Background: an optimization exercise with open tools, aiming at small area. Do not read the settings as production practice. Function was checked by simulation only, so behaviour that the tests miss may differ from the original.

$ cat design.v
module axi4_slave #(
    parameter int          NUM_REGS   = 4     ,
    parameter integer      ID_WIDTH   = 4     ,
    parameter integer      ADDR_WIDTH = 32    ,
    parameter integer      DATA_WIDTH = 32    ,
    parameter logic [31:0] BASE_ADDR  = 32'h0
)(
    input  logic                     ACLK,
    input  logic                     ARESETN,
    input  logic [ID_WIDTH-1:0]       S_AXI_AWID     ,
    input  logic [ADDR_WIDTH-1:0]     S_AXI_AWADDR   ,
    input  logic [7:0]                S_AXI_AWLEN    ,
    input  logic [2:0]                S_AXI_AWSIZE   ,
    input  logic [1:0]                S_AXI_AWBURST  ,
    input  logic                      S_AXI_AWVALID  ,
    output logic                      S_AXI_AWREADY  ,
    input  logic [DATA_WIDTH-1:0]     S_AXI_WDATA    ,
    input  logic [(DATA_WIDTH/8)-1:0] S_AXI_WSTRB    ,
    input  logic                      S_AXI_WLAST    ,
    input  logic                      S_AXI_WVALID   ,
    output logic                      S_AXI_WREADY   ,
    output logic [ID_WIDTH-1:0]       S_AXI_BID      ,
    output logic [1:0]                S_AXI_BRESP    ,
    output logic                      S_AXI_BVALID   ,
    input  logic                      S_AXI_BREADY   ,
    input  logic [ID_WIDTH-1:0  ]     S_AXI_ARID     ,
    input  logic [ADDR_WIDTH-1:0]     S_AXI_ARADDR   ,
    input  logic [7:0]                S_AXI_ARLEN    ,
    input  logic [2:0]                S_AXI_ARSIZE   ,
    input  logic [1:0]                S_AXI_ARBURST  ,
    input  logic                      S_AXI_ARVALID  ,
    output logic                      S_AXI_ARREADY  ,
    output logic [ID_WIDTH-1:0  ]     S_AXI_RID      ,
    output logic [DATA_WIDTH-1:0]     S_AXI_RDATA    ,
    output logic [1:0]                S_AXI_RRESP    ,
    output logic                      S_AXI_RLAST    ,
    output logic                      S_AXI_RVALID   ,
    input  logic                      S_AXI_RREADY   ,
    output logic                      write_en        ,
    output logic                      read_en
);
function automatic [7:0] inc8(input [7:0] a);
    logic c;
    c = 1'b1;
    for (int k = 0; k < 8; k++) begin
        inc8[k] = a[k] ^ c;
        c = c & a[k];
    end
endfunction
function automatic [7:0] dec8(input [7:0] a);
    logic b;
    b = 1'b1;
    for (int k = 0; k < 8; k++) begin
        dec8[k] = a[k] ^ b;
        b = b & ~a[k];
    end
endfunction
function automatic gt8(input [7:0] a, input [7:0] b);
    logic g;
    g = 1'b0;
    for (int k = 0; k < 8; k++)
        g = (a[k] & ~b[k]) | (~(a[k] ^ b[k]) & g);
    gt8 = g;
endfunction
function automatic lt2(input [1:0] a, input [1:0] b);
    lt2 = (~a[1] & b[1]) | ((a[1] ~^ b[1]) & ~a[0] & b[0]);
endfunction
logic [31:0] regfile [4];
logic [3:0]  reg_ok;
localparam logic [1:0] WR_IDLE = 2'd0, WR_WAIT = 2'd1, WR_DATA = 2'd2, WR_RESP = 2'd3;
logic [1:0]  wr_state;
logic        awc_hs, wc_hs, b_out;
logic        awaddr_err, wstrb_err, wr_burst_err;
logic [3:0]  awid_q;
logic [7:0]  awlen_q;        
logic [1:0]  awsize_q, awburst_q;
logic [7:0]  wdiv_l;         
logic [1:0]  wdiv_s;         
logic [11:0] awaddr_q;
logic [1:0]  write_ptr;
logic [7:0]  wr_beat;
logic [2:0]  wr_wend;
logic [1:0]  wr_wstart;
wire w_idle = (wr_state == WR_IDLE);
wire w_wait = (wr_state == WR_WAIT);
wire w_data = (wr_state == WR_DATA);
wire w_resp = (wr_state == WR_RESP);
wire w_err  = awaddr_err | wstrb_err | wr_burst_err;
wire w_ok   = ~w_err & ~gt8(wr_beat, awlen_q);
wire w_lat  = w_wait & S_AXI_AWVALID;
wire w_we   = w_data & w_ok;
wire [7:0] aw_l = awc_hs ? awlen_q  : 8'd0;
wire [1:0] aw_s = awc_hs ? awsize_q : 2'd0;
axi4_slave_wrap u_wwrap (
    .ACLK(ACLK), .load(w_lat), .first(w_wait),
    .A(S_AXI_AWADDR), .L(w_wait ? aw_l : wdiv_l), .S(wdiv_s),
    .A_q(awaddr_q), .wend(wr_wend), .wstart(wr_wstart)
);
always_ff @(posedge ACLK or negedge ARESETN) begin
    if (!ARESETN) begin
        wr_state      <= WR_IDLE;
        S_AXI_AWREADY <= 1'b0;
        S_AXI_WREADY  <= 1'b0;
        S_AXI_BVALID  <= 1'b0;
        awc_hs        <= 1'b0;
        wc_hs         <= 1'b0;
        b_out         <= 1'b0;
    end else begin
        b_out <= w_resp;
        case (wr_state)
            WR_IDLE: begin
                if (S_AXI_AWVALID || S_AXI_WVALID) wr_state <= WR_WAIT;
                S_AXI_AWREADY <= 1'b0;
                S_AXI_WREADY  <= 1'b0;
                S_AXI_BVALID  <= 1'b0;
                awc_hs        <= 1'b0;
            end
            WR_WAIT: begin
                if (awc_hs && wc_hs) wr_state <= WR_DATA;
                if (S_AXI_AWVALID) begin
                    S_AXI_AWREADY <= 1'b1;
                    awc_hs        <= 1'b1;
                end
                S_AXI_WREADY <= 1'b1;
                if (S_AXI_WVALID) wc_hs <= 1'b1;
            end
            WR_DATA: begin
                if (S_AXI_WLAST || w_err) wr_state <= WR_RESP;
                S_AXI_AWREADY <= 1'b0;
            end
            WR_RESP: begin
                if (S_AXI_BREADY) wr_state <= WR_IDLE;
                S_AXI_WREADY <= 1'b0;
                S_AXI_BVALID <= ~(S_AXI_BREADY & S_AXI_BVALID);
                if (S_AXI_BREADY && S_AXI_BVALID) begin
                    awc_hs <= 1'b0;
                    wc_hs  <= 1'b0;
                end
            end
        endcase
    end
end
always_ff @(posedge ACLK) begin
    if (w_idle) begin
        awaddr_err   <= 1'b0;
        wstrb_err    <= 1'b0;
        wr_burst_err <= 1'b0;
        wr_beat      <= 8'd0;
    end
    if (w_lat) begin
        awid_q    <= S_AXI_AWID;
        awlen_q   <= S_AXI_AWLEN;
        awsize_q  <= S_AXI_AWSIZE[1:0];
        awburst_q <= S_AXI_AWBURST;
        wdiv_l    <= aw_l;
        wdiv_s    <= aw_s;
        write_ptr <= S_AXI_AWADDR[3:2];
    end
    if (w_data) begin
        if (w_ok) begin
            wr_beat <= inc8(wr_beat);
            case (awburst_q)
                2'b01: begin
                    if (~gt8(awlen_q, {6'd0, write_ptr})) awaddr_err <= 1'b1;
                    else                                  write_ptr  <= write_ptr + 2'd1;
                end
                2'b10: begin
                    if ({write_ptr == 2'd3, write_ptr + 2'd1} == wr_wend) write_ptr <= wr_wstart;
                    else                                                  write_ptr <= write_ptr + 2'd1;
                end
                2'b11: wr_burst_err <= 1'b1;
                default: ;
            endcase
        end
        if (S_AXI_WSTRB == 4'd0) wstrb_err <= 1'b1;
        if (wr_beat == 8'd0) begin
            if (awaddr_q[1:0] != 2'b00) awaddr_err <= 1'b1;
        end else begin
            if (lt2(write_ptr, awaddr_q[3:2])) awaddr_err <= 1'b1;
        end
    end
end
always_ff @(posedge ACLK or negedge ARESETN) begin
    if (!ARESETN)  reg_ok            <= 4'd0;
    else if (w_we) reg_ok[write_ptr] <= 1'b1;
end
always_ff @(posedge ACLK) begin
    if (w_we) begin
        for (int i = 0; i < 4; i++)
            if (S_AXI_WSTRB[i] || !reg_ok[write_ptr])
                regfile[write_ptr][8*i +: 8] <= S_AXI_WSTRB[i] ? S_AXI_WDATA[8*i +: 8] : 8'h00;
    end
end
assign S_AXI_BID   = b_out ? awid_q : 4'd0;
assign S_AXI_BRESP = ~b_out     ? 2'b00 :
                     awaddr_err ? 2'b11 :
                     (wstrb_err | wr_burst_err) ? 2'b10 : 2'b00;
assign write_en = awc_hs & wc_hs;
localparam logic [1:0] RD_IDLE = 2'd0, RD_WAIT = 2'd1, RD_DATA = 2'd2;
logic [1:0]  rd_state;
logic        ar_hs;
logic [3:0]  arid_q;
logic [7:0]  arlen_q;        
logic [7:0]  arlen2_q;       
logic [1:0]  arsize_q, arburst_q;
logic [11:0] araddr_q;
logic [1:0]  read_ptr;
logic [2:0]  rd_wend;
logic [1:0]  rd_wstart;
logic [7:0]  rd_beat;
logic        ar_err, r_burst_err;
wire r_idle = (rd_state == RD_IDLE);
wire r_wait = (rd_state == RD_WAIT);
wire r_data = (rd_state == RD_DATA);
wire [7:0] rd_beat_m1 = dec8(rd_beat);
wire c1 = (rd_beat_m1 == arlen2_q) && (rd_beat != 8'd0) && (araddr_q[1:0] != 2'b00);
wire c2 = ~c1 && (rd_beat == arlen2_q) && (araddr_q[4] || lt2(read_ptr, araddr_q[3:2]));
wire c3 = ~c1 && ~c2 && (arburst_q == 2'b11);
wire cn = ~c1 && ~c2 && ~c3;
wire r_beat = cn && S_AXI_RREADY && (rd_beat != 8'd0);
axi4_slave_wrap u_rwrap (
    .ACLK(ACLK), .load(r_wait), .first(r_wait),
    .A(S_AXI_ARADDR), .L(arlen_q), .S(arsize_q),
    .A_q(araddr_q), .wend(rd_wend), .wstart(rd_wstart)
);
wire [31:0] rd_word = reg_ok[read_ptr] ? regfile[read_ptr] : 32'd0;
always_ff @(posedge ACLK or negedge ARESETN) begin
    if (!ARESETN) begin
        rd_state      <= RD_IDLE;
        S_AXI_ARREADY <= 1'b0;
        ar_hs         <= 1'b0;
        S_AXI_RID     <= '0;
        S_AXI_RDATA   <= '0;
        S_AXI_RRESP   <= 2'b00;
        S_AXI_RLAST   <= 1'b0;
        S_AXI_RVALID  <= 1'b0;
    end else begin
        case (rd_state)
            RD_IDLE: begin
                if (S_AXI_ARVALID) rd_state <= RD_WAIT;
                S_AXI_ARREADY <= 1'b0;
                S_AXI_RLAST   <= 1'b0;
                S_AXI_RVALID  <= 1'b0;
                ar_hs         <= 1'b0;
            end
            RD_WAIT: begin
                if (ar_hs) rd_state <= RD_DATA;
                S_AXI_ARREADY <= 1'b1;
                ar_hs         <= 1'b1;
            end
            RD_DATA: begin
                if (rd_beat == 8'd0 || ar_err || r_burst_err) rd_state <= RD_IDLE;
                S_AXI_ARREADY <= 1'b0;
                if (S_AXI_RREADY) begin
                    if (c1 || c2 || c3) begin
                        S_AXI_RVALID <= 1'b1;
                        S_AXI_RLAST  <= 1'b1;
                        S_AXI_RID    <= arid_q;
                        S_AXI_RRESP  <= c3 ? 2'b01 : 2'b11;
                    end else if (rd_beat != 8'd0) begin
                        S_AXI_RVALID <= 1'b1;
                        S_AXI_RDATA  <= rd_word;
                        S_AXI_RID    <= arid_q;
                        if (rd_beat == 8'd1) begin
                            S_AXI_RLAST <= 1'b1;
                            S_AXI_RRESP <= ar_err ? 2'b11 : r_burst_err ? 2'b10 : 2'b00;
                        end
                    end
                end
            end
            default: ;
        endcase
    end
end
always_ff @(posedge ACLK) begin
    if (r_idle) ar_err <= 1'b0;
    r_burst_err <= r_data && c3;
    if (r_wait) begin
        arid_q    <= S_AXI_ARID;
        arburst_q <= S_AXI_ARBURST;
        read_ptr  <= S_AXI_ARADDR[3:2];
        if (!ar_hs) begin
            arlen_q  <= S_AXI_ARLEN;
            arsize_q <= S_AXI_ARSIZE[1:0];
        end else begin
            arlen2_q <= S_AXI_ARLEN;
            rd_beat  <= inc8(arlen_q);
        end
    end
    if (r_data) begin
        if (c1 || c2) ar_err <= 1'b1;
        if (r_beat) begin
            rd_beat <= rd_beat_m1;
            if (rd_beat != 8'd1) begin
                case (arburst_q)
                    2'b01: begin
                        if (~gt8(arlen2_q, {6'd0, read_ptr})) ar_err   <= 1'b1;
                        else                                  read_ptr <= read_ptr + 2'd1;
                    end
                    2'b10: begin
                        if ({read_ptr == 2'd3, read_ptr + 2'd1} == rd_wend) read_ptr <= rd_wstart;
                        else                                                read_ptr <= read_ptr + 2'd1;
                    end
                    default: ;
                endcase
            end
        end
    end
end
assign read_en = ar_hs;
endmodule
module axi4_slave_wrap (
    input  logic        ACLK,
    input  logic        load,
    input  logic        first,
    input  logic [31:0] A,
    input  logic [7:0]  L,
    input  logic [1:0]  S,
    output logic [11:0] A_q,
    output logic [2:0]  wend,
    output logic [1:0]  wstart
);
    function automatic [7:0] dstep(input [7:0] R, input b, input [7:0] Lv, input integer w);
        logic [8:0] R2, s, nl;
        logic c;
        R2 = {R, b};
        for (int k = 0; k < 9; k++)
            if (k > w) R2[k] = 1'b0;
        nl = ~{1'b0, Lv};
        c  = 1'b0;                        
        for (int k = 0; k < 9; k++) begin
            s[k] = R2[k] ^ nl[k] ^ c;
            c    = (R2[k] & nl[k]) | (R2[k] & c) | (nl[k] & c);
        end
        dstep = c ? s[7:0] : R2[7:0];     
        for (int k = 0; k < 8; k++)
            if (k > w) dstep[k] = 1'b0;
    endfunction
    logic [7:0] R_q;
    logic [7:0] h [0:8];
    always_comb begin
        h[0] = 8'd0;
        for (int i = 0; i < 8; i++)
            h[i+1] = dstep(h[i], A[31-i], L, i);
    end
    wire [11:0] bits = first ? A[23:12] : A_q;
    logic [7:0] r [0:12];
    always_comb begin
        r[0] = first ? h[8] : R_q;
        for (int i = 0; i < 12; i++)
            r[i+1] = dstep(r[i], bits[11-i], L, 8);
    end
    always_ff @(posedge ACLK) begin
        if (load) begin
            R_q <= r[12];
            A_q <= A[11:0];
        end
    end
    wire [7:0] rm = (S == 2'd0) ? r[12] : (S == 2'd1) ? r[11] : r[10];
    wire [7:0] X8 = (S == 2'd0) ? A_q[7:0] : (S == 2'd1) ? A_q[8:1] : A_q[9:2];
    wire hz = (S == 2'd0) ? (A_q[11:8] == 4'h0) : (S == 2'd1) ? (A_q[11:9] == 3'h0) : (A_q[11:10] == 2'h0);
    wire ho = (S == 2'd0) ? (A_q[11:8] == 4'hf) : (S == 2'd1) ? (A_q[11:9] == 3'h7) : (A_q[11:10] == 2'h3);
    logic [8:0] s9;
    always_comb begin
        logic c;
        logic [7:0] n, nr;
        nr = ~rm;
        c  = 1'b1;
        for (int k = 0; k < 8; k++) begin           
            n[k] = L[k] ^ nr[k] ^ c;
            c    = (L[k] & nr[k]) | (L[k] & c) | (nr[k] & c);
        end
        c = 1'b1;
        for (int k = 0; k < 8; k++) begin           
            s9[k] = X8[k] ^ n[k] ^ c;
            c     = (X8[k] & n[k]) | (X8[k] & c) | (n[k] & c);
        end
        s9[8] = c;
    end
    wire lo_ok = (s9[7:3] == 5'd0) &&
                 ((S == 2'd0) ? (s9[2:0] != 3'd0 && (!s9[2] || s9[1:0] == 2'd0)) :
                  (S == 2'd1) ? (!s9[2] && s9[1:0] != 2'd0 && s9[1:0] != 2'd3) :
                                (s9[2:0] == 3'd1));
    wire hit = lo_ok && ((hz && !s9[8]) || (ho && s9[8]));
    wire [1:0] Z = X8[1:0] - rm[1:0];
    always_comb begin
        wend   = 3'd0;
        wstart = 2'd0;
        if (hit) begin
            case (S)
                2'd0:    begin wend = s9[2:0];         wstart = Z;            end
                2'd1:    begin wend = {s9[1:0], 1'b0}; wstart = {Z[0], 1'b0}; end
                default: begin wend = 3'd4;            wstart = 2'd0;         end
            endcase
        end
    end
endmodule
$ cat flow/run.sh
#!/bin/bash
# Standard ORFS layout with three changes, each tool logging to its own file:
#  - synthesis maps the logic with an area-oriented ABC script (flow/abc_area.script)
#    instead of ORFS's delay-oriented one; everything else in synthesis is unchanged,
#    so the registers are the standard synthesis's;
#  - each port gets the smallest buffer (buf_1) instead of clkdlybuf4s50_1;
#  - the clock tree uses smaller clock buffers and no dummy loads.
set -e
HERE=$(pwd)
rm -rf scripts_area
cp -r "$FLOW_HOME/scripts" scripts_area
cp flow/abc_area.script scripts_area/abc_speed.script
export SCRIPTS_DIR=$HERE/scripts_area
export BUFFER_PORTS_ARGS="-buffer_cell sky130_fd_sc_hd__buf_1"
export CTS_ARGS="-sink_clustering_enable -repair_clock_nets -dont_use_dummy_load -buf_list sky130_fd_sc_hd__clkbuf_16 -sink_clustering_size 40 -sink_clustering_max_diameter 60"
bash standard.sh > standard.log 2>&1
$ cat flow/abc_area.script
strash
balance
rewrite
refactor
balance
rewrite
rewrite -z
balance
refactor -z
rewrite -z
balance
dch -f
amap -m
topo
$ cat standard.sh
#!/bin/bash
# synth_recipe.tcl (not shown) runs the flow's synth.tcl, then flattens the netlist and writes it again
# the make line also repeats each setting of config.mk as NAME=value (left out here)
make -C /OpenROAD-flow-scripts/flow DESIGN_CONFIG=/design/flow/config.mk WORK_HOME=/design/flow/orfs CLKGATE_MAP_FILE= SYNTH_SCRIPT=/design/flow/synth_recipe.tcl "${@:-finish}"
$ cat config.mk
export PLATFORM = sky130hd
export DESIGN_NAME = axi4_slave
export DESIGN_NICKNAME = axi4_slave
export VERILOG_FILES = /design/flow/design.v
export SDC_FILE = /design/flow/constraint.sdc
export NUM_CORES = 4
export LEC_CHECK = 0
export CAP_MARGIN = 20
export CORE_MARGIN = 2
export CORE_UTILIZATION = 40
export PLACE_DENSITY = 0.6
export SLEW_MARGIN = 20
$ cat constraint.sdc
create_clock -name core_clock -period 200.0 [get_ports {ACLK}]
set_input_delay 40.0000 -clock core_clock [delete_from_list [all_inputs] [get_ports {ACLK}]]
set_output_delay 40.0000 -clock core_clock [all_outputs]
set_load 0.01 [all_outputs]
==> metrics.yaml, run 1 <==
postCtsSetupBuffers: 0
rr_endpoint: "write_ptr[1]"
synth_cell_types: 47
clock_latency_ps: 580
holdBufCountCts: 0
dp_hpwl_mm: 40.5
r2r-start: "wr_state[1]"
slew_headroom: 0.249
hold_violations: 0
dieArea_mm2: 0.0552
startpoint: "S_AXI_AWADDR[31]"
cts_inserted_buffers: 24
io_pins: 194
busiest_layer: "met2"
die_height_um: 235
grt_max_degree: 71
initial_core_util: 0.405
fin_crit_sh: 0.496
synth_cells: 1750
cp-end-kind: "flip-flop"
viasPerCell: 5.85
root_buffer: "clkbuf_16"
crit_required_ps: 200460
layout-drive-gt1-share: 0.0384
ys_ff_latch: 299
multiInputGateArea_mm2: 0.0121
cts_tree: "yes"
start_kind: "input port"
rows: 84
worstSetupPathType: "in2reg"
ys_async_sr_fraction: 0.187
numClockSinks: 299
synth.most_common_cell: "fa_1"
cts_max_level: 1
setup_tns_ps: 0
min_path_type: "reg2reg"
use_met3: 0.0263
synth_top_flop_cell: "edfxtp_1"
path_clk_slew_ps: 80
regArea_mm2: 0.00845
arrival_ps: 99560
critPathMaxFanout: 10
ff2ff_setup_slack_ps: 138440
path_delay_family: "adder cells"
crit_path_frequent_cell: "fa_1"
setup_viol: 0
grt_first_pass_wirelength_mm: 88.9
dpl_cell_area_mm2: 0.0233
postLayoutCellArea_mm2: 0.0239
ant_nets: 0
grt_use_met1: 0.274
met2_usage: 0.332
area_delta_synth_final_pct: 11.9
synthTopCellsByArea: "edfxtp_1 (31%), fa_1 (23%), dfrtp_1 (6.6%)"
fmax_mhz: 10.1
design.core.area_mm2: 0.0527
syn_area_per_cell_um2: 12.2
first_global_vias: 16000
synth_area_leader_cell: "edfxtp_1"
num_vias: 15800
die_w_um: 235
yosysSeqAreaShare: 0.396
critPathMaxStageDelay_ps: 830
postCtsResizedCells: 0
nets: 2498
worstMarginPinSlew_ps: 1130
synthTopCellsByCount: "fa_1 (249), clkinv_1 (219), edfxtp_1 (218), o22a_1 (121), o22ai_1 (109)"
critPathCapture: "write_ptr[1]"
grt_overflow: 0
drv_cap: 0
antenna_found_initial: 5
grt_use_total: 0.199
synth_top_area_frac: 0.307
drv_slew: 0
drc: 0
synth_edf_count: 218
first_pass_iters: 6
rsz0062_at_grt: "false"
skew_ps: 82.6
place_congestion: 0.907
wl_per_cell_um: 20.4
drtIter0Drc: 1059
critPathSlowestCell: "a2111oi_0"
critPathBufInv: 49
synth_fp_nets: 2239
totalWireLength_mm: 55.0
nFillCells: 4819
dp.cells: 2668
clock_path_buffers: 3
status: "complete, no violations"
synth_area_mm2: 0.0214
fin_cells: 2699
period_minus_slack_ps: 99100
rr_worst_depth: 230
cp.depth: 226
ys_warn_count: 4
io_buffers: 191
registers in the layout (all words and copies together), names as in the netlist, 4 cells and up:
| name | count |
|---|---|
| u_wwrap.A_q | 12 |
| awlen_q | 8 |
| S_AXI_RID | 4 |
| u_rwrap.R_q | 8 |
| wr_beat | 8 |
| rd_beat | 8 |
| arlen_q | 8 |
| arid_q | 4 |
| regfile | 128 |
| S_AXI_RDATA | 32 |
| u_rwrap.A_q | 12 |
| u_wwrap.R_q | 8 |
| reg_ok | 4 |
| arlen2_q | 8 |
| awid_q | 4 |
| wdiv_l | 8 |
area by class of cell:
type,count,area share
Multi-Input combinational cell,1232,0.508
Sequential cell,299,0.354
Timing Repair Buffer,233,0.0429
Tap cell,688,0.0360
Inverter,219,0.0344
Clock buffer,24,0.0251
Antenna cell,4,0.000419
worst register-to-register path, delay by kind of cell, from the launching register on:
kind	cells	cell delay, ps
AOI/OAI and AO/OA	42	10610
muxes	1	390
buffers and inverters	52	6880
DFF	1	410
and+or+nand+nor	14	5020
adders and majority gates	121	38100
per-stage QoR:
stage           util  worst slack [ps]  hold slack [ps]
3_3_place_gp   0.442            101740              454
4_1_cts        0.453            100800              481
3_5_place_dp   0.442            100370              459
5_1_grt        0.454             97170              497
2_1_floorplan      -            104000              443
6_report       0.454            100900              476
layout by cell type, fill, tap and decap left out, types with 61 or more instances in the layout:
cell type and instances:
nor2_1 100, edfxtp_1 218, nand2_1 99, o22a_1 121
fa_1 249, buf_1 190, o21ai_0 61, ha_1 97
a221oi_1 100, clkinv_1 216, o22ai_1 106
cells by family after synthesis:
logic type               Yosys count  synth area share
AO/OA/AOI/OAI                    592             0.213
XOR/XNOR                           1          0.000410
adder cells (fa/ha/maj)          347             0.291
buffers and inverters            219            0.0385
flip-flops                       299             0.396
multiplexers                       1          0.000527
AND/OR/NAND/NOR                  291            0.0611
routing by layer:
metal | vias up | routed length (µm) | part of all wire
li1 | 7273 | - | -
met4 | 2 | 1390 | 0.025
met2 | 479 | 26600 | 0.48
met3 | 77 | 2950 | 0.054
met5 | - | 13 | 0.00024
met1 | 7948 | 24000 | 0.44
how the worst min path moves through the flow:
stage	start	end	depth (start not counted)
2_1_floorplan	wstrb_err	wstrb_err	1
3_3_place_gp	wstrb_err	wstrb_err	1
3_5_place_dp	S_AXI_RDATA[29]	S_AXI_RDATA[29]	2
4_1_cts	S_AXI_RDATA[7]	S_AXI_RDATA[7]	2
5_1_grt	S_AXI_RDATA[26]	S_AXI_RDATA[26]	2
6_report	S_AXI_RDATA[7]	S_AXI_RDATA[7]	2
==> run 2: changes to the inputs <==
--- a/flow/run.sh
+++ b/flow/run.sh
@@ -13,4 +13,4 @@
 export SCRIPTS_DIR=$HERE/scripts_area
 export BUFFER_PORTS_ARGS="-buffer_cell sky130_fd_sc_hd__buf_1"
-export CTS_ARGS="-sink_clustering_enable -repair_clock_nets -dont_use_dummy_load -buf_list sky130_fd_sc_hd__clkbuf_16 -sink_clustering_size 40 -sink_clustering_max_diameter 60"
+export CTS_ARGS="-sink_clustering_enable -repair_clock_nets -dont_use_dummy_load -buf_list sky130_fd_sc_hd__clkbuf_8 -sink_clustering_size 20 -sink_clustering_max_diameter 60"
 bash standard.sh > standard.log 2>&1
==> metrics.yaml, run 2 <==
root_buffer: "clkbuf_8"  # was clkbuf_16
critPathSlowestCell: "a221oi_1"  # was a2111oi_0
die_w_um: 235  # unchanged
io_pins: 194  # unchanged
fmax_mhz: 10.1  # about the same
dp.cells: 2668  # unchanged
synthTopCellsByCount: "fa_1 (249), clkinv_1 (219), edfxtp_1 (218), o22a_1 (121), o22ai_1 (109)"  # unchanged
holdBufCountCts: 0  # unchanged
ant_nets: 0  # unchanged
setup_viol: 0  # unchanged
first_pass_iters: 6  # unchanged
synth_edf_count: 218  # unchanged
rows: 84  # unchanged
path_clk_slew_ps: 110  # was 80 ps
synth_top_area_frac: 0.307  # unchanged
fin_crit_sh: 0.495  # was 0.496
status: "complete, no violations"  # unchanged
rr_worst_depth: 230  # unchanged
synth_top_flop_cell: "edfxtp_1"  # unchanged
synthTopCellsByArea: "edfxtp_1 (31%), fa_1 (23%), dfrtp_1 (6.6%)"  # unchanged
crit_required_ps: 200540  # was 200460 ps
cts_tree: "yes"  # unchanged
ys_async_sr_fraction: 0.187  # unchanged
largest_registers: "regfile (128), S_AXI_RDATA (32)"  # unchanged
grt_use_total: 0.199  # about the same
final_util: 0.449  # was 0.454
dp_hpwl_mm: 40.5  # unchanged
worstMarginPinSlew_ps: 1150  # was 1130 ps
place_congestion: 0.907  # unchanged
wl_per_cell_um: 20.3  # was 20.4 µm
critPathCapture: "write_ptr[1]"  # unchanged
numClockSinks: 299  # unchanged
synth_cell_types: 47  # unchanged
drc: 0  # unchanged
skew_ps: 116  # was 82.6 ps
postCtsSetupBuffers: 0  # unchanged
critPathBufInv: 49  # unchanged
initial_core_util: 0.405  # unchanged
setup_tns_ps: 0  # unchanged
ys_ff_latch: 299  # unchanged
antenna_found_initial: 4  # was 5
rr_endpoint: "write_ptr[1]"  # unchanged
nets: 2499  # was 2498
die_height_um: 235  # unchanged
dpl_cell_area_mm2: 0.0233  # unchanged
worstSetupPathType: "in2reg"  # unchanged
synth.most_common_cell: "fa_1"  # unchanged
arrival_ps: 99640  # was 99560 ps
grt_max_degree: 71  # unchanged
start_kind: "input port"  # unchanged
io_buffers: 191  # unchanged
postCtsResizedCells: 0  # unchanged
cts_max_level: 1  # unchanged
clock_path_buffers: 3  # unchanged
r2r-start: "wr_state[1]"  # unchanged
slew_headroom: 0.235  # was 0.249
num_vias: 15700  # was 15800
path_delay_family: "adder cells"  # unchanged
ff2ff_setup_slack_ps: 138360  # was 138440 ps
synth_area_mm2: 0.0214  # unchanged
dieArea_mm2: 0.0552  # unchanged
synth_area_leader_cell: "edfxtp_1"  # unchanged
first_global_vias: 16000  # about the same
final_cell_mix: "fa_1 (249), edfxtp_1 (218), clkinv_1 (216)"  # unchanged
cp-end-kind: "flip-flop"  # unchanged
cp.depth: 226  # unchanged
synth_cells: 1750  # unchanged
synth_fp_nets: 2239  # unchanged
min_path_type: "reg2reg"  # unchanged
syn_area_per_cell_um2: 12.2  # unchanged
hold_violations: 0  # unchanged
clock_latency_ps: 650  # was 580 ps
cts_inserted_buffers: 25  # was 24
totalWireLength_mm: 54.9  # was 55.0 mm
regMostFlops: "regfile"  # unchanged
layout_commonest_cell: "fa_1"  # unchanged
grt_overflow: 0  # unchanged
ys_warn_count: 4  # unchanged
area_delta_synth_final_pct: 10.7  # was 11.9%
layout-drive-gt1-share: 0.0388  # was 0.0384
grt_first_pass_wirelength_mm: 89.0  # was 88.9 mm
largest_register_ffs: 128  # unchanged
crit_path_frequent_cell: "fa_1"  # unchanged
drv_slew: 0  # unchanged
postLayoutCellArea_mm2: 0.0236  # was 0.0239 mm²
drv_cap: 0  # unchanged
design.core.area_mm2: 0.0527  # unchanged
period_minus_slack_ps: 99090  # was 99100 ps
startpoint: "S_AXI_AWADDR[31]"  # unchanged
rsz0062_at_grt: "false"  # unchanged
critPathMaxStageDelay_ps: 850  # was 830 ps
drtIter0Drc: 1106  # was 1059
viasPerCell: 5.81  # was 5.85
fin_cells: 2700  # was 2699
critPathMaxFanout: 10  # unchanged
yosysSeqAreaShare: 0.396  # unchanged
run 2: cell counts after synthesis:
Identical to the previous run, type by type.
run 2: cell type report:
| class | instances | area, µm² |
|---|---|---|
| inverters | 219 | 822 |
| multi-input cells | 1232 | 12100 |
| fillers | 4844 | 29000 |
| diodes | 4 | 10.0 |
| repair buffers | 233 | 1030 |
| clock buffers | 25 | 344 |
| flip-flops and latches | 299 | 8450 |
| well taps | 688 | 861 |
run 2: cells by family (layout without fill, tap and decap cells):
kind of cell / after synthesis / in the layout / synth area share
other: 0 / 4 / 0
adder cells (fa/ha/maj): 347 / 347 / 0.291
XOR/XNOR: 1 / 1 / 0.000410
AO/OA/AOI/OAI: 592 / 592 / 0.213
multiplexers: 1 / 1 / 0.000527
AND/OR/NAND/NOR: 291 / 291 / 0.0611
buffers and inverters: 219 / 477 / 0.0385
flip-flops: 299 / 299 / 0.396
run 2: worst min path at each step:
stage | startpoint | to | slack [ps] | cells after the start
floorplan | wstrb_err | wstrb_err | 440 | 1
global placement | wstrb_err | wstrb_err | 450 | 1
detailed placement | S_AXI_RDATA[29] | S_AXI_RDATA[29] | 460 | 2
CTS | S_AXI_RDATA[29] | S_AXI_RDATA[29] | 480 | 2
global route | S_AXI_RDATA[26] | S_AXI_RDATA[26] | 500 | 2
finish | S_AXI_RDATA[29] | S_AXI_RDATA[29] | 480 | 2
run 2: metrics by stage:
step	setup slack, ps	hold WS (ps)
after floorplan	104000	443
after global placement	101740	454
after detailed placement	100370	459
after CTS	100900	485
after global routing	97280	502
final	100910	485
run 2: worst min-delay path, delay by kind of cell (launching register included):
kind,cells,cell delay [ps]
flip-flops,1,350
AND/OR/NAND/NOR,1,50
AO/OA/AOI/OAI,1,50
run 2: layer usage:
| layer | global-route usage | up-vias | share of wire |
|---|---|---|---|
| met5 | 0 | - | 0.00024 |
| met3 | 0.0280 | 84 | 0.054 |
| li1 | - | 7262 | - |
| met4 | 0.0552 | 2 | 0.026 |
| met2 | 0.331 | 472 | 0.48 |
| met1 | 0.274 | 7875 | 0.44 |
==> run 3: changes to the inputs <==
--- a/config.mk
+++ b/config.mk
@@ -9,4 +9,5 @@
 export CORE_MARGIN = 2
 export CORE_UTILIZATION = 40
+export GPL_TIMING_DRIVEN = 0
 export PLACE_DENSITY = 0.6
 export SLEW_MARGIN = 20
==> metrics.yaml, run 3 <==
synth_area_leader_cell: "edfxtp_1"  # unchanged
path_clk_slew_ps: 80  # was 110 ps
grt_overflow: 0  # unchanged
start_kind: "input port"  # unchanged
synthTopCellsByCount: "fa_1 (249), clkinv_1 (219), edfxtp_1 (218), o22a_1 (121), o22ai_1 (109)"  # unchanged
cts_tree: "yes"  # unchanged
ys_async_sr_fraction: 0.187  # unchanged
drtIter0Drc: 936  # was 1106
clock_path_buffers: 3  # unchanged
fin_crit_sh: 0.509  # was 0.495
top_layer_used: "met5"  # unchanged
arrival_ps: 102250  # was 99640 ps
hold_violations: 0  # unchanged
synth_top_flop_cell: "edfxtp_1"  # unchanged
ys_warn_count: 4  # unchanged
ys_ff_latch: 299  # unchanged
worstMarginPinSlew_ps: 1090  # was 1150 ps
largest_registers: "regfile (128), S_AXI_RDATA (32)"  # unchanged
dieArea_mm2: 0.0552  # unchanged
io_buffers: 191  # unchanged
setup_tns_ps: 0  # unchanged
postCtsResizedCells: 0  # unchanged
min_path_type: "reg2reg"  # unchanged
setup_viol: 0  # unchanged
clock_latency_ps: 650  # about the same
synth_top_area_frac: 0.307  # unchanged
first_pass_iters: 8  # was 6
largest_register_ffs: 128  # unchanged
dp_hpwl_mm: 41.5  # was 40.5 mm
wl_per_cell_um: 20.4  # was 20.3 µm
synth_edf_count: 218  # unchanged
grt_max_degree: 71  # unchanged
postCtsSetupBuffers: 0  # unchanged
status: "complete, no violations"  # unchanged
nFillCells: 4842  # was 4844
initial_core_util: 0.405  # unchanged
yosysSeqAreaShare: 0.396  # unchanged
critPathMaxFanout: 10  # unchanged
worstSetupPathType: "in2reg"  # unchanged
place_congestion: 0.874  # was 0.907
synth_cell_types: 47  # unchanged
hold_ws_ps: 473  # was 485 ps
rows: 84  # unchanged
viasPerCell: 5.83  # was 5.81
cts_max_level: 1  # unchanged
io_pins: 194  # unchanged
cp-end-kind: "flip-flop"  # unchanged
first_global_vias: 16200  # was 16000
layout-drive-gt1-share: 0.0371  # was 0.0388
wl_met2_mm: 26.9  # was 26.5 mm
synth_fp_nets: 2239  # unchanged
synth_cells: 1750  # unchanged
die_w_um: 235  # unchanged
area_delta_synth_final_pct: 11.7  # was 10.7%
slew_headroom: 0.271  # was 0.235
synthTopCellsByArea: "edfxtp_1 (31%), fa_1 (23%), dfrtp_1 (6.6%)"  # unchanged
die_height_um: 235  # unchanged
synth_area_mm2: 0.0214  # unchanged
antenna_found_initial: 7  # was 4
drv_cap: 0  # unchanged
holdBufCountCts: 0  # unchanged
rsz0062_at_grt: "false"  # unchanged
crit_required_ps: 200510  # was 200540 ps
fmax_mhz: 9.83  # was 10.1 MHz
skew_ps: 117  # was 116 ps
regMostFlops: "regfile"  # unchanged
wl_met3_mm: 2.45  # was 2.98 mm
numClockSinks: 299  # unchanged
design.core.area_mm2: 0.0527  # unchanged
crit_path_frequent_cell: "fa_1"  # unchanged
grt_first_pass_wirelength_mm: 89.2  # was 89.0 mm
routedLengthMet1_mm: 24.0  # was 23.9 mm
root_buffer: "clkbuf_8"  # unchanged
drv_slew: 0  # unchanged
final_cell_mix: "fa_1 (249), edfxtp_1 (218), clkinv_1 (210)"  # was fa_1 (249), edfxtp_1 (218), clkinv_1 (216)
synth.most_common_cell: "fa_1"  # unchanged
cts_inserted_buffers: 27  # was 25
grt_use_total: 0.200  # was 0.199
totalWireLength_mm: 54.8  # was 54.9 mm
num_vias: 15700  # about the same
period_minus_slack_ps: 101750  # was 99090 ps
nets: 2486  # was 2499
critPathSlowestCell: "a2111oi_0"  # was a221oi_1
drc: 0  # unchanged
ant_nets: 0  # unchanged
syn_area_per_cell_um2: 12.2  # unchanged
layout_commonest_cell: "fa_1"  # unchanged
critPathMaxStageDelay_ps: 870  # was 850 ps
run 3: cell count changes in the layout (fill, tap and decap cells not counted), sizes merged:
cell,before,now
clkinv,216,218
clkbuf,28,32
buf,230,213
diode,4,3
inv,3,1
run 3: worst paths after layout:
path	startpoint	to	slack (ps)	cells past startpoint
hold reg to reg	S_AXI_RDATA[31]	S_AXI_RDATA[31]	470	2
setup / recovery	S_AXI_AWADDR[31]	write_ptr[1]	98250	225
max in group asynchronous	ARESETN	S_AXI_RDATA[30]	160030	3
setup reg to reg	wr_state[1]	write_ptr[1]	134830	229
hold / removal	S_AXI_RDATA[31]	S_AXI_RDATA[31]	470	2
min in group asynchronous	ARESETN	S_AXI_RRESP[1]	39240	1
run 3: cell families (layout without fill, tap and decap cells):
family,Yosys count,count (layout),synth area share
and+or+nand+nor,291,291,0.0611
buffers and inverters,219,464,0.0385
muxes,1,1,0.000527
DFF,299,299,0.396
AOI/OAI and AO/OA,592,592,0.213
other,0,3,0
xor gates and xnor gates,1,1,0.000410
adders and majority gates,347,347,0.291
run 3: worst max-delay path: cells and delay by family:
| kind | cells | cell delay (ps) |
|---|---|---|
| AOI/OAI and AO/OA | 43 | 14590 |
| adders and majority gates | 121 | 34950 |
| buffers and inverters | 48 | 7660 |
| muxes | 1 | 390 |
| and+or+nand+nor | 12 | 4570 |
run 3: metal layers:
metal	GRT usage	vias up
met3	0.0285	80
met2	0.334	386
met1	0.272	7935
li1	-	7246
met4	0.0560	6
met5	0	-
run 3: metrics by stage:
stage | util | setup WS (ps) | instances | area [µm²]
after floorplan | - | 104000 | 1750 | 21400
final | 0.453 | 98250 | 2686 | 23800
after detailed placement | 0.445 | 96610 | 2648 | 23400
after global routing | 0.453 | 94000 | 2685 | 23800
after CTS | 0.452 | 97090 | 2675 | 23800
after global placement | 0.435 | 97500 | 2629 | 22900
run 3: area by class of cell:
cell class | count | area (µm²) | share of cell area
flip-flops and latches | 299 | 8450 | 0.354
well taps | 688 | 861 | 0.0361
multi-input cells | 1232 | 12200 | 0.510
clock buffers | 27 | 372 | 0.0156
inverters | 219 | 836 | 0.0350
repair buffers | 218 | 1160 | 0.0487
diodes | 3 | 7.51 | 0.000315
==> run 4: changes to the inputs <==
--- a/config.mk
+++ b/config.mk
@@ -6,8 +6,7 @@
 export NUM_CORES = 4
 export LEC_CHECK = 0
-export CAP_MARGIN = 20
+export CAP_MARGIN = 5
 export CORE_MARGIN = 2
 export CORE_UTILIZATION = 40
-export GPL_TIMING_DRIVEN = 0
 export PLACE_DENSITY = 0.6
-export SLEW_MARGIN = 20
+export SLEW_MARGIN = 5
==> metrics.yaml, run 4 <==
totalWireLength_mm: 54.9  # was 54.8 mm
synth_area_leader_cell: "edfxtp_1"  # unchanged
setup_tns_ps: 0  # unchanged
postCtsSetupBuffers: 0  # unchanged
initial_core_util: 0.405  # unchanged
holdBufCountCts: 0  # unchanged
synth_fp_nets: 2239  # unchanged
period_minus_slack_ps: 99350  # was 101750 ps
synth_area_mm2: 0.0214  # unchanged
skew_ps: 113  # was 117 ps
fin_cells: 2697  # was 2686
dpl_cell_area_mm2: 0.0233  # was 0.0234 mm²
postCtsResizedCells: 0  # unchanged
start_kind: "input port"  # unchanged
grt_first_pass_wirelength_mm: 89.0  # was 89.2 mm
cp-end-kind: "flip-flop"  # unchanged
r2r-start: "wr_state[1]"  # unchanged
rows: 84  # unchanged
path_clk_slew_ps: 120  # was 80 ps
place_congestion: 0.907  # was 0.874
drv_slew: 0  # unchanged
critPathMaxFanout: 10  # unchanged
cts_max_level: 1  # unchanged
io_buffers: 191  # unchanged
io_pins: 194  # unchanged
grt_overflow: 0  # unchanged
arrival_ps: 99890  # was 102250 ps
yosysSeqAreaShare: 0.396  # unchanged
min_path_type: "reg2reg"  # unchanged
layout_commonest_cell: "fa_1"  # unchanged
synth_top_area_frac: 0.307  # unchanged
postLayoutCellArea_mm2: 0.0236  # was 0.0238 mm²
largest_registers: "regfile (128), S_AXI_RDATA (32)"  # unchanged
worstMarginPinSlew_ps: 1150  # was 1090 ps
synth_top_family_by_area: "adder cells"  # unchanged
worstHoldStart: "arid_q[2]"  # was S_AXI_RDATA[31]
first_pass_iters: 7  # was 8
area_delta_synth_final_pct: 10.6  # was 11.7%
dp.cells: 2668  # was 2648
status: "complete, no violations"  # unchanged
synth_edf_count: 218  # unchanged
fin_crit_sh: 0.497  # was 0.509
drtIter0Drc: 1147  # was 936
num_vias: 15700  # about the same
grt_use_total: 0.199  # was 0.200
first_global_vias: 16000  # was 16200
largest_register_ffs: 128  # unchanged
synth_top_flop_cell: "edfxtp_1"  # unchanged
yosys.area_share.simple: 0.0611  # unchanged
synth_xor_area_frac: 0.000410  # unchanged
worstSetupPathType: "in2reg"  # unchanged
grt_max_degree: 71  # unchanged
setup_viol: 0  # unchanged
synth_cell_types: 47  # unchanged
synth-compound-area-share: 0.213  # unchanged
wl_per_cell_um: 20.4  # about the same
cts_inserted_buffers: 25  # was 27
ant_nets: 0  # unchanged
crit_required_ps: 200540  # was 200510 ps
hold_violations: 0  # unchanged
ys_async_sr_fraction: 0.187  # unchanged
layout-drive-gt1-share: 0.0374  # was 0.0371
syn_area_per_cell_um2: 12.2  # unchanged
regMostFlops: "regfile"  # unchanged
cts_tree: "yes"  # unchanged
synthMuxAreaShare: 0.000527  # unchanged
viasPerCell: 5.82  # was 5.83
rr_worst_depth: 229  # unchanged
whs_endpoint: "S_AXI_RID[2]"  # was S_AXI_RDATA[31]
numClockSinks: 299  # unchanged
drc: 0  # unchanged
dp_hpwl_mm: 40.5  # was 41.5 mm
die_w_um: 235  # unchanged
slew_headroom: 0.235  # was 0.271
hold_depth: 1  # was 2
ff2ff_setup_slack_ps: 138080  # was 134830 ps
dieArea_mm2: 0.0552  # unchanged
clock_latency_ps: 640  # was 650 ps
crit_path_frequent_cell: "fa_1"  # unchanged
rsz0062_at_grt: "false"  # unchanged
design.core.area_mm2: 0.0527  # unchanged
critPathSlowestCell: "a221oi_1"  # was a2111oi_0
synthAdderAreaFrac: 0.291  # unchanged
synth_cells: 1750  # unchanged
antenna_found_initial: 4  # was 7
ys_warn_count: 4  # unchanged
critPathMaxStageDelay_ps: 900  # was 870 ps
final_cell_mix: "fa_1 (249), edfxtp_1 (218), clkinv_1 (216)"  # was fa_1 (249), edfxtp_1 (218), clkinv_1 (210)
nets: 2496  # was 2486
drv_cap: 0  # unchanged
root_buffer: "clkbuf_8"  # unchanged
rr_endpoint: "write_ptr[1]"  # unchanged
synth.most_common_cell: "fa_1"  # unchanged
synthTopCellsByCount: "fa_1 (249), clkinv_1 (219), edfxtp_1 (218), o22a_1 (121), o22ai_1 (109)"  # unchanged
ys_ff_latch: 299  # unchanged
fmax_mhz: 10.1  # was 9.83 MHz
setup_slack_ps: 100650  # was 98250 ps
synthTopCellsByArea: "edfxtp_1 (31%), fa_1 (23%), dfrtp_1 (6.6%)"  # unchanged
clock_path_buffers: 3  # unchanged
pre_cts_ws_ps: 100370  # was 96610 ps
die_height_um: 235  # unchanged
[run 4: cell counts after synthesis]
No cell type changed its count.
[run 4: metal layers]
layer,track usage,routed length (µm),vias to the layer above
met5,0,13,-
met2,0.331,26600,492
met4,0.0552,1390,2
met3,0.0280,3060,82
met1,0.274,23900,7870
li1,-,-,7262
[run 4: worst max path at each step]
stage | from | endpoint | slack, ps | depth (start not counted)
final | S_AXI_AWADDR[31] | write_ptr[1] | 100650 | 225
after global routing | S_AXI_AWADDR[31] | write_ptr[1] | 96820 | 227
after CTS | S_AXI_AWADDR[31] | write_ptr[1] | 100900 | 225
after detailed placement | S_AXI_AWADDR[31] | write_ptr[1] | 100370 | 225
after global placement | S_AXI_AWADDR[31] | write_ptr[1] | 101740 | 225
after floorplan | S_AXI_AWADDR[31] | write_ptr[1] | 104000 | 221
[run 4: cell type report]
type | count | area, µm²
Multi-Input combinational cell | 1232 | 12100
Sequential cell | 299 | 8450
Clock buffer | 25 | 344
Inverter | 219 | 822
Antenna cell | 4 | 10.0
Timing Repair Buffer | 230 | 1010
Fill cell | 4847 | 29000
Tap cell | 688 | 861
[run 4: critical path: cells and delay by family]
kind,cells,cell delay (ps)
AOI/OAI and AO/OA,41,12100
adders and majority gates,121,36280
buffers and inverters,48,6250
muxes,1,390
and+or+nand+nor,14,4780
[run 4: cell families after synthesis]
| group | Yosys count |
|---|---|
| AND/OR/NAND/NOR | 291 |
| adder cells (fa/ha/maj) | 347 |
| flip-flops | 299 |
| XOR/XNOR | 1 |
| multiplexers | 1 |
| AO/OA/AOI/OAI | 592 |
| buffers and inverters | 219 |
[run 4: through the flow]
step,hold WS (ps),utilization
floorplan,443,-
global placement,454,0.442
detailed placement,459,0.442
CTS,485,0.448
global route,502,0.448
finish,487,0.449
==> run 5: changes to the inputs <==
--- a/config.mk
+++ b/config.mk
@@ -8,5 +8,5 @@
 export CAP_MARGIN = 5
 export CORE_MARGIN = 2
-export CORE_UTILIZATION = 40
-export PLACE_DENSITY = 0.6
+export CORE_UTILIZATION = 65
+export PLACE_DENSITY = 0.75
 export SLEW_MARGIN = 5
==> metrics.yaml, run 5 <==
clock_latency_ps: 650  # was 640 ps
cp-end-kind: "flip-flop"  # unchanged
hold_violations: 0  # unchanged
synth.most_common_cell: "fa_1"  # unchanged
synth_edf_count: 218  # unchanged
synth_xor_area_frac: 0.000410  # unchanged
largest_register_ffs: 128  # unchanged
fin_crit_sh: 0.505  # was 0.497
grt_max_degree: 71  # unchanged
ys_warn_count: 4  # unchanged
ys_async_sr_fraction: 0.187  # unchanged
r2r-start: "wr_state[1]"  # unchanged
status: "complete, no violations"  # unchanged
synth_top_flop_cell: "edfxtp_1"  # unchanged
setup_viol: 0  # unchanged
grt_overflow: 0  # unchanged
die_w_um: 185  # was 235 µm
critPathMaxStageDelay_ps: 880  # was 900 ps
num_vias: 16000  # was 15700
rr_worst_depth: 228  # was 229
die_height_um: 185  # was 235 µm
hold_ws_ps: 440  # was 487 ps
yosysSeqAreaShare: 0.396  # unchanged
first_pass_iters: 7  # unchanged
cts_inserted_buffers: 28  # was 25
ys_ff_latch: 299  # unchanged
whs_endpoint: "S_AXI_RID[2]"  # unchanged
worstSetupPathType: "in2reg"  # unchanged
dp_hpwl_mm: 37.9  # was 40.5 mm
ant_nets: 0  # unchanged
crit_path_frequent_cell: "fa_1"  # unchanged
clock_path_buffers: 3  # unchanged
nets: 2497  # was 2496
io_buffers: 191  # unchanged
slew_headroom: 0.240  # was 0.235
drc: 0  # unchanged
worstMarginPinSlew_ps: 1140  # was 1150 ps
synth_cell_types: 47  # unchanged
start_kind: "input port"  # unchanged
ff2ff_setup_slack_ps: 135790  # was 138080 ps
synth_area_mm2: 0.0214  # unchanged
postCtsResizedCells: 0  # unchanged
grt_use_total: 0.310  # was 0.199
final_cell_mix: "fa_1 (249), edfxtp_1 (218), clkinv_1 (217)"  # was fa_1 (249), edfxtp_1 (218), clkinv_1 (216)
synthMuxAreaShare: 0.000527  # unchanged
layout-drive-gt1-share: 0.0374  # about the same
arrival_ps: 101460  # was 99890 ps
design.core.area_mm2: 0.0325  # was 0.0527 mm²
dieArea_mm2: 0.0343  # was 0.0552 mm²
critPathSlowestCell: "a221oi_1"  # unchanged
numClockSinks: 299  # unchanged
dp.cells: 2420  # was 2668
skew_ps: 122  # was 113 ps
drtIter0Drc: 1171  # was 1147
root_buffer: "clkbuf_8"  # unchanged
largest_registers: "regfile (128), S_AXI_RDATA (32)"  # unchanged
wl_per_cell_um: 21.1  # was 20.4 µm
fin_cells: 2449  # was 2697
layout_commonest_cell: "fa_1"  # unchanged
rows: 66  # was 84
syn_area_per_cell_um2: 12.2  # unchanged
setup_tns_ps: 0  # unchanged
postCtsSetupBuffers: 0  # unchanged
place_congestion: 0.912  # was 0.907
hold_depth: 1  # unchanged
drv_cap: 0  # unchanged
synthAdderAreaFrac: 0.291  # unchanged
worstHoldStart: "arid_q[2]"  # unchanged
path_clk_slew_ps: 110  # was 120 ps
fmax_mhz: 9.91  # was 10.1 MHz
io_pins: 194  # unchanged
yosys.area_share.simple: 0.0611  # unchanged
grt_first_pass_wirelength_mm: 83.6  # was 89.0 mm
synth_fp_nets: 2239  # unchanged
totalWireLength_mm: 51.6  # was 54.9 mm
period_minus_slack_ps: 100920  # was 99350 ps
viasPerCell: 6.52  # was 5.82
synthTopCellsByCount: "fa_1 (249), clkinv_1 (219), edfxtp_1 (218), o22a_1 (121), o22ai_1 (109)"  # unchanged
cts_tree: "yes"  # unchanged
synth_top_area_frac: 0.307  # unchanged
rr_endpoint: "write_ptr[1]"  # unchanged
holdBufCountCts: 0  # unchanged
cts_max_level: 1  # unchanged
synth_cells: 1750  # unchanged
synth_top_family_by_area: "adder cells"  # unchanged
antenna_found_initial: 1  # was 4
drv_slew: 0  # unchanged
regMostFlops: "regfile"  # unchanged
crit_required_ps: 200550  # was 200540 ps
min_path_type: "reg2reg"  # unchanged
initial_core_util: 0.658  # was 0.405
synth-compound-area-share: 0.213  # unchanged
first_global_vias: 16400  # was 16000
area_delta_synth_final_pct: 9.26  # was 10.6%
synthTopCellsByArea: "edfxtp_1 (31%), fa_1 (23%), dfrtp_1 (6.6%)"  # unchanged
critPathMaxFanout: 10  # unchanged
rsz0062_at_grt: "false"  # unchanged
synth_area_leader_cell: "edfxtp_1"  # unchanged
## run 5: worst max path at each step
| stage | startpoint | to | slack (ps) |
|---|---|---|---|
| floorplan | S_AXI_AWADDR[31] | write_ptr[1] | 104000 |
| global placement | S_AXI_AWADDR[31] | write_ptr[1] | 100490 |
| detailed placement | S_AXI_AWADDR[31] | write_ptr[1] | 99060 |
| CTS | S_AXI_AWADDR[31] | write_ptr[1] | 99580 |
| global route | S_AXI_AWADDR[31] | write_ptr[1] | 94950 |
| finish | S_AXI_AWADDR[31] | write_ptr[1] | 99080 |
## run 5: kinds of logic (layout without fill, tap and decap cells)
kind of cell / Yosys count / count (layout)
AOI/OAI and AO/OA: 592 / 592
xor gates and xnor gates: 1 / 1
adders and majority gates: 347 / 347
buffers and inverters: 219 / 475
DFF: 299 / 299
muxes: 1 / 1
other: 0 / 1
and+or+nand+nor: 291 / 291
## run 5: cell type report
| cell class | count | area (µm²) |
|---|---|---|
| repair buffers | 228 | 996 |
| multi-input cells | 1232 | 12100 |
| inverters | 219 | 822 |
| well taps | 442 | 553 |
| diodes | 1 | 2.50 |
| fillers | 2385 | 9130 |
| flip-flops and latches | 299 | 8450 |
| clock buffers | 28 | 385 |
## run 5: critical path, delay by kind of cell
family	cells	cell delay, ps
compound gates	41	14130
fa+ha+maj	121	34500
buf+inv	48	7480
simple gates	14	4920
mux	1	390
## run 5: metal layers
layer,part of all wire,global-route usage,up-vias
met4,0.032,0.110,0
met1,0.43,0.434,7996
met3,0.060,0.0340,98
met5,0,0,-
met2,0.48,0.509,598
li1,-,-,7265
## run 5: stage by stage
stage / utilization / instance area [µm²] / worst slack, ps
final: 0.719 / 23300 / 99080
after global routing: 0.719 / 23300 / 94950
after CTS: 0.719 / 23300 / 99580
after detailed placement: 0.707 / 22900 / 99060
after global placement: 0.707 / 22900 / 100490
after floorplan: - / 21400 / 104000
==> run 6: changes to the inputs <==
--- a/flow/run.sh
+++ b/flow/run.sh
@@ -13,4 +13,4 @@
 export SCRIPTS_DIR=$HERE/scripts_area
 export BUFFER_PORTS_ARGS="-buffer_cell sky130_fd_sc_hd__buf_1"
-export CTS_ARGS="-sink_clustering_enable -repair_clock_nets -dont_use_dummy_load -buf_list sky130_fd_sc_hd__clkbuf_8 -sink_clustering_size 20 -sink_clustering_max_diameter 60"
+export CTS_ARGS="-sink_clustering_enable -repair_clock_nets -dont_use_dummy_load -buf_list sky130_fd_sc_hd__clkbuf_4 -sink_clustering_size 10 -sink_clustering_max_diameter 40"
 bash standard.sh > standard.log 2>&1
--- a/config.mk
+++ b/config.mk
@@ -8,5 +8,5 @@
 export CAP_MARGIN = 5
 export CORE_MARGIN = 2
-export CORE_UTILIZATION = 65
-export PLACE_DENSITY = 0.75
+export CORE_UTILIZATION = 40
+export PLACE_DENSITY = 0.6
 export SLEW_MARGIN = 5
==> metrics.yaml, run 6 <==
regMostFlops: "regfile"  # unchanged
fin_crit_sh: 0.496  # was 0.505
grt_max_degree: 71  # unchanged
ys_warn_count: 4  # unchanged
synth_top_flop_cell: "edfxtp_1"  # unchanged
slew_headroom: 0.242  # was 0.240
clock_latency_ps: 750  # was 650 ps
wl_per_cell_um: 20.4  # was 21.1 µm
initial_core_util: 0.405  # was 0.658
ys_async_sr_fraction: 0.187  # unchanged
setup_tns_ps: 0  # unchanged
nets: 2516  # was 2497
cp-end-kind: "flip-flop"  # unchanged
synth_area_leader_cell: "edfxtp_1"  # unchanged
synthTopCellsByArea: "edfxtp_1 (31%), fa_1 (23%), dfrtp_1 (6.6%)"  # unchanged
synthTopCellsByCount: "fa_1 (249), clkinv_1 (219), edfxtp_1 (218), o22a_1 (121), o22ai_1 (109)"  # unchanged
viasPerCell: 5.84  # was 6.52
postCtsResizedCells: 0  # unchanged
clock_path_buffers: 3  # unchanged
cts_tree: "yes"  # unchanged
largest_register_ffs: 128  # unchanged
io_pins: 194  # unchanged
fmax_mhz: 10.1  # was 9.91 MHz
crit_path_frequent_cell: "fa_1"  # unchanged
ff2ff_setup_slack_ps: 138080  # was 135790 ps
r2r-start: "wr_state[1]"  # unchanged
synth_fp_nets: 2239  # unchanged
postLayoutCellArea_mm2: 0.0236  # was 0.0233 mm²
dp_hpwl_mm: 40.5  # was 37.9 mm
nFillCells: 4869  # was 2385
place_congestion: 0.907  # was 0.912
die_w_um: 235  # was 185 µm
period_minus_slack_ps: 99260  # was 100920 ps
synth_cell_types: 47  # unchanged
critPathMaxFanout: 10  # unchanged
io_buffers: 191  # unchanged
synth_area_mm2: 0.0214  # unchanged
worstMarginPinSlew_ps: 1140  # about the same
final_util: 0.449  # was 0.719
cts_inserted_buffers: 45  # was 28
grt_first_pass_wirelength_mm: 89.5  # was 83.6 mm
dieArea_mm2: 0.0552  # was 0.0343 mm²
critPathSlowestCell: "a221oi_1"  # unchanged
multiInputGateArea_mm2: 0.0121  # unchanged
numClockSinks: 299  # unchanged
totalWireLength_mm: 55.4  # was 51.6 mm
grt_overflow: 0  # unchanged
postCtsSetupBuffers: 0  # unchanged
path_clk_slew_ps: 90  # was 110 ps
synth_top_area_frac: 0.307  # unchanged
yosysSeqAreaShare: 0.396  # unchanged
final_cell_mix: "fa_1 (249), edfxtp_1 (218), clkinv_1 (216)"  # was fa_1 (249), edfxtp_1 (218), clkinv_1 (217)
hold_violations: 0  # unchanged
synth_xor_area_frac: 0.000410  # unchanged
drv_slew: 0  # unchanged
regArea_mm2: 0.00845  # unchanged
first_global_vias: 16200  # was 16400
ant_nets: 0  # unchanged
synth-compound-area-share: 0.213  # unchanged
num_vias: 15900  # was 16000
rr_endpoint: "write_ptr[1]"  # unchanged
grt_use_total: 0.202  # was 0.310
setup_viol: 0  # unchanged
drtIter0Drc: 1092  # was 1171
synth_cells: 1750  # unchanged
antenna_found_initial: 6  # was 1
crit_required_ps: 200630  # was 200550 ps
worstHoldStart: "S_AXI_RDATA[29]"  # was arid_q[2]
first_pass_iters: 6  # was 7
synthAdderAreaFrac: 0.291  # unchanged
drc: 0  # unchanged
hold_depth: 2  # was 1
dpl_cell_area_mm2: 0.0233  # was 0.0229 mm²
start_kind: "input port"  # unchanged
worstSetupPathType: "in2reg"  # unchanged
die_height_um: 235  # was 185 µm
skew_ps: 120  # was 122 ps
syn_area_per_cell_um2: 12.2  # unchanged
min_path_type: "reg2reg"  # unchanged
drv_cap: 0  # unchanged
area_delta_synth_final_pct: 10.6  # was 9.26%
root_buffer: "clkbuf_4"  # was clkbuf_8
status: "complete, no violations"  # unchanged
design.core.area_mm2: 0.0527  # was 0.0325 mm²
largest_registers: "regfile (128), S_AXI_RDATA (32)"  # unchanged
synth_top_family_by_area: "adder cells"  # unchanged
rsz0062_at_grt: "false"  # unchanged
yosys.area_share.simple: 0.0611  # unchanged
whs_endpoint: "S_AXI_RDATA[29]"  # was S_AXI_RID[2]
arrival_ps: 99900  # was 101460 ps
synthMuxAreaShare: 0.000527  # unchanged
cts_max_level: 2  # was 1
layout-drive-gt1-share: 0.0469  # was 0.0374
ys_ff_latch: 299  # unchanged
layout_commonest_cell: "fa_1"  # unchanged
critPathMaxStageDelay_ps: 890  # was 880 ps
holdBufCountCts: 0  # unchanged
synth_edf_count: 218  # unchanged
synth.most_common_cell: "fa_1"  # unchanged
rows: 84  # was 66
rr_worst_depth: 229  # was 228
==> run 6: worst max path at each step <==
stage                     cells after the start           end        startpoint  slack, ps
after floorplan                             221  write_ptr[1]  S_AXI_AWADDR[31]     104000
after global placement                      225  write_ptr[1]  S_AXI_AWADDR[31]     101740
after detailed placement                    225  write_ptr[1]  S_AXI_AWADDR[31]     100370
after CTS                                   225  write_ptr[1]  S_AXI_AWADDR[31]     101040
after global routing                        227  write_ptr[1]  S_AXI_AWADDR[31]      96930
final                                       225  write_ptr[1]  S_AXI_AWADDR[31]     100740
==> run 6: layout make-up <==
class                   instances  share of cell area
diodes                          6            0.000636
clock buffers                  45              0.0143
inverters                     219              0.0348
multi-input cells            1232               0.513
flip-flops and latches        299               0.358
well taps                     688              0.0365
repair buffers                230              0.0428
==> run 6: per-layer routing <==
layer | up-vias | share of wire | global-route usage
li1 | 7335 | - | -
met1 | 7949 | 0.43 | 0.274
met2 | 497 | 0.49 | 0.331
met3 | 89 | 0.055 | 0.0314
met4 | 2 | 0.025 | 0.0683
met5 | - | 0.00023 | 0
==> run 6: critical path, delay by kind of cell <==
family,cells,cell delay [ps]
fa+ha+maj,121,36250
buf+inv,48,6250
simple gates,14,4820
mux,1,390
compound gates,41,12100
==> run 6: metrics by stage <==
step                      hold WS [ps]  worst slack, ps  std cells
after global placement             454           101740       2668
final                              485           100740       2719
after floorplan                    443           104000       1750
after detailed placement           459           100370       2668
after CTS                          485           101040       2713
after global routing               502            96930       2717
==> run 6: cells by family after synthesis <==
family	count (synthesis)
AOI/OAI and AO/OA	592
xor gates and xnor gates	1
adders and majority gates	347
buffers and inverters	219
DFF	299
muxes	1
and+or+nand+nor	291

## re-timing with driven ports
The flow's constraints put no driver on any port. The routed layouts listed below were extracted and timed again, unchanged, in two steps.
Step 1 assumes that a clkbuf_16 drives the clock port and a buf_2 every other input.
Step 2 adds t to the input delays and takes it off the output delays; t is the mean of the earliest and latest rising clock arrival at the registers after step 1. Input paths then give back, and output paths get back, about the clock's delay inside the block.
a / b / c = ideal / step 1 / step 2; a / b = the first two.
run	shift t [ns]	setup WS [ns]	latest minus earliest clock arrival (ns)
run 1	0.582	100.896 / 100.868 / 100.286	0.093 / 0.092
run 2	0.627	100.906 / 100.871 / 100.243	0.130 / 0.131
run 3	0.635	98.255 / 98.230 / 97.595	0.118 / 0.118
run 4	0.625	100.650 / 100.611 / 99.986	0.128 / 0.128
run 5	0.644	99.081 / 99.105 / 98.461	0.127 / 0.127
run 6	0.741	100.738 / 100.707 / 99.966	0.125 / 0.124
After both steps setup and hold are still met in every run listed. The setup slack of run 6, which loses most, moves by -0.031 ns with the drivers and by -0.772 ns with both steps.
